What follows belongs to an exercise in optimizing a design on an open flow for small area; a production flow would make more cautious choices. Function was checked by simulation only, so behaviour that the tests miss may differ from the original. The flow treats the clock pin as an ideal source. Dropping or thinning the clock tree relies on that and would not hold on a real chip. No activity file was given, so power comes from the tool's default toggle rates.

// i2s
module i2s(
    input               rst_i,
    input               mck_i,
    input               lrck_i,
    input               bck_i,
    input               data_i,
    output              mck_o,
    output              lrck_o,
    output              data_o,
    output reg          sdo,
    output reg          sync
);
export LEC_CHECK = 0
export ABC_AREA = 1
export CAP_MARGIN = 20
export CORE_MARGIN = 2
export CORE_UTILIZATION = 40
export SLEW_MARGIN = 20
create_clock -name core_clock -period 10.0 [get_ports {bck_i}]
standard.sh (not shown) runs the stock make flow with config.mk's settings and CLKGATE_MAP_FILE= SYNTH_SCRIPT=/design/flow/synth_recipe.tcl, a recipe that flattens the netlist after the stock synthesis.
==> flow/flow/run.sh <==
#!/bin/bash
# The standard layout (standard.sh), with these changes:
#  - ports are buffered with buf_1 instead of the default clkdlybuf4s50_1;
#  - the clock tree is a flat one (flow/flat_cts.tcl): the clock port drives
#    4 sky130_fd_sc_hd__clkbuf_4 cells, each driving a cluster of nearby clock sinks;
#  - power recovery (downsizing off the critical paths) after global routing,
#    followed by another design repair (flow/post_grt.tcl).
# make's output goes to standard.log, each step's log to orfs/logs/.
set -euo pipefail
export BUFFER_PORTS_ARGS="-buffer_cell sky130_fd_sc_hd__buf_1"
export PRE_CTS_TCL="$PWD/flow/flat_cts.tcl"
export POST_GLOBAL_ROUTE_TCL="$PWD/flow/post_grt.tcl"
export FLAT_CTS_N=4
export FLAT_CTS_CELL=sky130_fd_sc_hd__clkbuf_4
export FLAT_CTS_NET=bck_i
export FLAT_CTS_KEEP_INVERTERS=0
export FLAT_CTS_UNBUFFER=1
export RECOVER_POWER=0
bash standard.sh > standard.log 2>&1
==> flow/flow/flat_cts.tcl <==
# Flat clock tree used in place of TritonCTS (sourced as PRE_CTS_TCL).
# The clock port drives FLAT_CTS_N buffers of type FLAT_CTS_CELL directly; the
# clock sinks are split into FLAT_CTS_N groups by k-means on their placed
# locations, and each buffer, placed at its group's centre, drives one group.
proc clock_tree_synthesis { args } {
  set block [ord::get_db_block]
  set db [ord::get_db]
  set n $::env(FLAT_CTS_N)
  set master [$db findMaster $::env(FLAT_CTS_CELL)]
  set clk [$block findNet $::env(FLAT_CTS_NET)]
  set sinks {}
  foreach it [$clk getITerms] {
    set inst [$it getInst]
    set bb [$inst getBBox]
    set x [expr {([$bb xMin] + [$bb xMax]) / 2.0}]
    set y [expr {([$bb yMin] + [$bb yMax]) / 2.0}]
    lappend sinks [list $it $x $y]
  }
  set m [llength $sinks]
  puts "flat_cts: $m sinks on [$clk getName], $n buffers of [$master getName]"
  # initial centres: sinks spread along x
  set sorted [lsort -real -index 1 $sinks]
  set cx {}; set cy {}
  for {set i 0} {$i < $n} {incr i} {
    set s [lindex $sorted [expr {int(($i + 0.5) * $m / $n)}]]
    lappend cx [lindex $s 1]; lappend cy [lindex $s 2]
  }
  set cap [expr {int(ceil(double($m) / $n))}]
  for {set iter 0} {$iter < 30} {incr iter} {
    # balanced assignment: sinks take their nearest centre with room left,
    # most constrained (largest gap between best and worst) first
    set order {}
    foreach s $sinks {
      set ds {}
      for {set i 0} {$i < $n} {incr i} {
        lappend ds [expr {abs([lindex $s 1] - [lindex $cx $i]) + abs([lindex $s 2] - [lindex $cy $i])}]
      }
      set mn [tcl::mathfunc::min {*}$ds]; set mx [tcl::mathfunc::max {*}$ds]
      lappend order [list [expr {$mx - $mn}] $s $ds]
    }
    set order [lsort -real -decreasing -index 0 $order]
    set cnt [lrepeat $n 0]
    set groups [lrepeat $n {}]
    foreach o $order {
      set s [lindex $o 1]; set ds [lindex $o 2]
      set best -1
      set idx {}
      for {set i 0} {$i < $n} {incr i} { lappend idx [list $i [lindex $ds $i]] }
      foreach p [lsort -real -index 1 $idx] {
        set i [lindex $p 0]
        if {[lindex $cnt $i] < $cap} { set best $i; break }
      }
      lset cnt $best [expr {[lindex $cnt $best] + 1}]
      lset groups $best [concat [lindex $groups $best] [list $s]]
    }
    set ncx {}; set ncy {}
    for {set i 0} {$i < $n} {incr i} {
      set sx 0.0; set sy 0.0; set g [lindex $groups $i]
      foreach s $g { set sx [expr {$sx + [lindex $s 1]}]; set sy [expr {$sy + [lindex $s 2]}] }
      lappend ncx [expr {$sx / [llength $g]}]; lappend ncy [expr {$sy / [llength $g]}]
    }
    set cx $ncx; set cy $ncy
  }
  for {set i 0} {$i < $n} {incr i} {
    set buf [odb::dbInst_create $block $master "flatcts_buf_$i"]
    set w [[$buf getMaster] getWidth]; set h [[$buf getMaster] getHeight]
    $buf setLocation [expr {int([lindex $cx $i] - $w / 2)}] [expr {int([lindex $cy $i] - $h / 2)}]
    $buf setPlacementStatus PLACED
    set net [odb::dbNet_create $block "flatcts_net_$i"]
    $net setSigType CLOCK
    foreach s [lindex $groups $i] {
      set it [lindex $s 0]
      $it disconnect
      $it connect $net
    }
    [$buf findITerm A] connect $clk
    [$buf findITerm X] connect $net
    puts "flat_cts: buffer $i at ([lindex $cx $i], [lindex $cy $i]) drives [llength [lindex $groups $i]] sinks"
  }
  set_propagated_clock [all_clocks]
  # The buffer synthesis puts on a port-to-port wire (mck_i to mck_o) is a
  # buf_4; a buf_1 drives the output load as well.
  set small [$db findMaster sky130_fd_sc_hd__buf_1]
  foreach inst [$block getInsts] {
    if {[[$inst getMaster] getName] ne "sky130_fd_sc_hd__buf_4"} { continue }
    set a [[$inst findITerm A] getNet]
    set x [[$inst findITerm X] getNet]
    if {$a eq "NULL" || $x eq "NULL"} { continue }
    if {[llength [$a getBTerms]] == 1 && [llength [$x getBTerms]] == 1 &&
        [llength [$a getITerms]] == 1 && [llength [$x getITerms]] == 1} {
      puts "flat_cts: [$inst getName] ([$a getName] to [$x getName]) becomes buf_1"
      $inst swapMaster $small
    }
  }
}

# With the flat tree the inverter of the falling-edge clock is a sink like any
# other, so it need not be cloned next to each falling-edge register.
if {[info exists ::env(FLAT_CTS_KEEP_INVERTERS)] && !$::env(FLAT_CTS_KEEP_INVERTERS)} {
  proc repair_clock_inverters { args } {
    puts "flat_cts: clock inverters left as they are"
  }
}

# Timing-driven placement buffers a register output with a high fanout (the
# data-phase bit, which enables all 32 shift-register bits). A register of
# twice the drive strength drives that load within its limits on its own, for
# less area than the buffer: remove such buffers and upsize the register.
proc flat_cts_unbuffer_registers { } {
  set block [ord::get_db_block]
  set db [ord::get_db]
  foreach inst [$block getInsts] {
    if {![string match "place*" [$inst getName]]} { continue }
    set mname [[$inst getMaster] getName]
    if {![regexp {^sky130_fd_sc_hd__(clk)?buf_[0-9]+$} $mname]} { continue }
    set in [[$inst findITerm A] getNet]
    set out [[$inst findITerm X] getNet]
    if {$in eq "NULL" || $out eq "NULL"} { continue }
    if {[llength [$in getBTerms]] || [llength [$out getBTerms]]} { continue }
    set drv NULL
    foreach it [$in getITerms] {
      if {[$it isOutputSignal]} { set drv $it }
    }
    if {$drv eq "NULL"} { continue }
    set dname [[[$drv getInst] getMaster] getName]
    if {$dname ne "sky130_fd_sc_hd__dfxtp_1"} { continue }
    foreach it [$out getITerms] {
      if {[$it getInst] eq $inst} { continue }
      $it disconnect
      $it connect $in
    }
    puts "flat_cts: removed $mname [$inst getName]; [[$drv getInst] getName] becomes dfxtp_2"
    odb::dbInst_destroy $inst
    odb::dbNet_destroy $out
    [$drv getInst] swapMaster [$db findMaster sky130_fd_sc_hd__dfxtp_2]
  }
}
if {[info exists ::env(FLAT_CTS_UNBUFFER)] && $::env(FLAT_CTS_UNBUFFER)} {
  flat_cts_unbuffer_registers
}
==> flow/flow/post_grt.tcl <==
# Sourced as POST_GLOBAL_ROUTE_TCL: power recovery may have downsized a driver
# past its slew or capacitance limit, so repair the design again afterwards.
log_cmd global_route -start_incremental
log_cmd estimate_parasitics -global_routing
repair_design_helper
log_cmd detailed_placement
log_cmd global_route -end_incremental
log_cmd estimate_parasitics -global_routing
==> next run, changes <==
==> flow/flow/run.sh (replaced) <==
#!/bin/bash
# The standard layout (standard.sh, standard synthesis unchanged), with
# three changes:
#  - ports are buffered with buf_1 instead of the default clkdlybuf4s50_1;
#  - the clock tree is a flat one (flow/flat_cts.tcl, run in place of
#    TritonCTS): the clock port drives 4 clkbuf_4 cells, each driving a
#    cluster of nearby clock sinks; the falling-edge clock inverter is one of
#    the sinks and is not cloned;
#  - the buffer that timing-driven placement puts on the data-phase register's
#    output (it enables all 32 shift-register bits) is removed, and that
#    register is upsized to dfxtp_2 instead (flow/flat_cts.tcl).
# make's output goes to standard.log, each step's log to orfs/logs/.
set -euo pipefail
export BUFFER_PORTS_ARGS="-buffer_cell sky130_fd_sc_hd__buf_1"
export PRE_CTS_TCL="$PWD/flow/flat_cts.tcl"
export FLAT_CTS_N=4
export FLAT_CTS_CELL=sky130_fd_sc_hd__clkbuf_4
export FLAT_CTS_NET=bck_i
export FLAT_CTS_KEEP_INVERTERS=0
export FLAT_CTS_UNBUFFER=1
bash standard.sh > standard.log 2>&1
Settings changed: ABC_AREA 1 to default.
removed: flow/flow/post_grt.tcl
Effect: Setup slack got worse by 0.029 ns; first-iteration DRC count rises by about 16%; design area goes down by 2.4%; power is about the same; sequential cell count stays the same; utilization is lower by 0.42 points; sequential share of layout area climbs by 2.0 points.
==> next run, changes <==
==> flow/flow/run.sh (replaced) <==
#!/bin/bash
# The standard layout (standard.sh), with these changes:
#  - ports are buffered with buf_1 instead of the default clkdlybuf4s50_1;
#  - the clock tree is a flat one (flow/flat_cts.tcl): the clock port drives
#    2 sky130_fd_sc_hd__clkbuf_8 cells, each driving a cluster of nearby clock sinks;
#  - power recovery (downsizing off the critical paths) after global routing,
#    followed by another design repair (flow/post_grt.tcl).
# make's output goes to standard.log, each step's log to orfs/logs/.
set -euo pipefail
export BUFFER_PORTS_ARGS="-buffer_cell sky130_fd_sc_hd__buf_1"
export PRE_CTS_TCL="$PWD/flow/flat_cts.tcl"
export POST_GLOBAL_ROUTE_TCL="$PWD/flow/post_grt.tcl"
export FLAT_CTS_N=2
export FLAT_CTS_CELL=sky130_fd_sc_hd__clkbuf_8
export FLAT_CTS_NET=bck_i
export FLAT_CTS_KEEP_INVERTERS=0
export FLAT_CTS_UNBUFFER=1
export RECOVER_POWER=0
bash standard.sh > standard.log 2>&1
==> flow/flow/post_grt.tcl (new file) <==
# Sourced as POST_GLOBAL_ROUTE_TCL: power recovery may have downsized a driver
# past its slew or capacitance limit, so repair the design again afterwards.
log_cmd global_route -start_incremental
log_cmd estimate_parasitics -global_routing
repair_design_helper
log_cmd detailed_placement
log_cmd global_route -end_incremental
log_cmd estimate_parasitics -global_routing
Settings changed: CORE_UTILIZATION 40 to 60, PLACE_DENSITY from default to 0.75.
What happened: The changed run completed with no timing, DRC or antenna violations. Total power hardly moves. Setup slack loses 0.0077 ns. Via count is about the same. Critical path depth does not change. Synthesized area stays the same. Register-to-register slack loses 0.04 ns. Routed wire length rose by 7.1%. Design area fell by 1.5%.
==> next run, changes <==
--- a/flow/flow/run.sh
+++ b/flow/flow/run.sh
@@ -5 +5 @@
-#    2 sky130_fd_sc_hd__clkbuf_8 cells, each driving a cluster of nearby clock sinks;
+#    4 sky130_fd_sc_hd__clkbuf_4 cells, each driving a cluster of nearby clock sinks;
@@ -13,2 +13,2 @@
-export FLAT_CTS_N=2
-export FLAT_CTS_CELL=sky130_fd_sc_hd__clkbuf_8
+export FLAT_CTS_N=4
+export FLAT_CTS_CELL=sky130_fd_sc_hd__clkbuf_4
Settings changed: CORE_UTILIZATION 60 to 40, PLACE_DENSITY 0.75 to default.
Result: The new run went through all stages and came out clean; final cell count rose by 17%; area after synthesis is unchanged; design area rose by 1.6%; global-route usage fell by 5.0 points; first-iteration DRC count rose to 4.2 times its value; worst hold slack gets worse by 0.0030 ns; die area rose by 46%; total power barely changes.
No run of this note takes its clock network from TritonCTS; it comes from the design's own scripts or RTL.
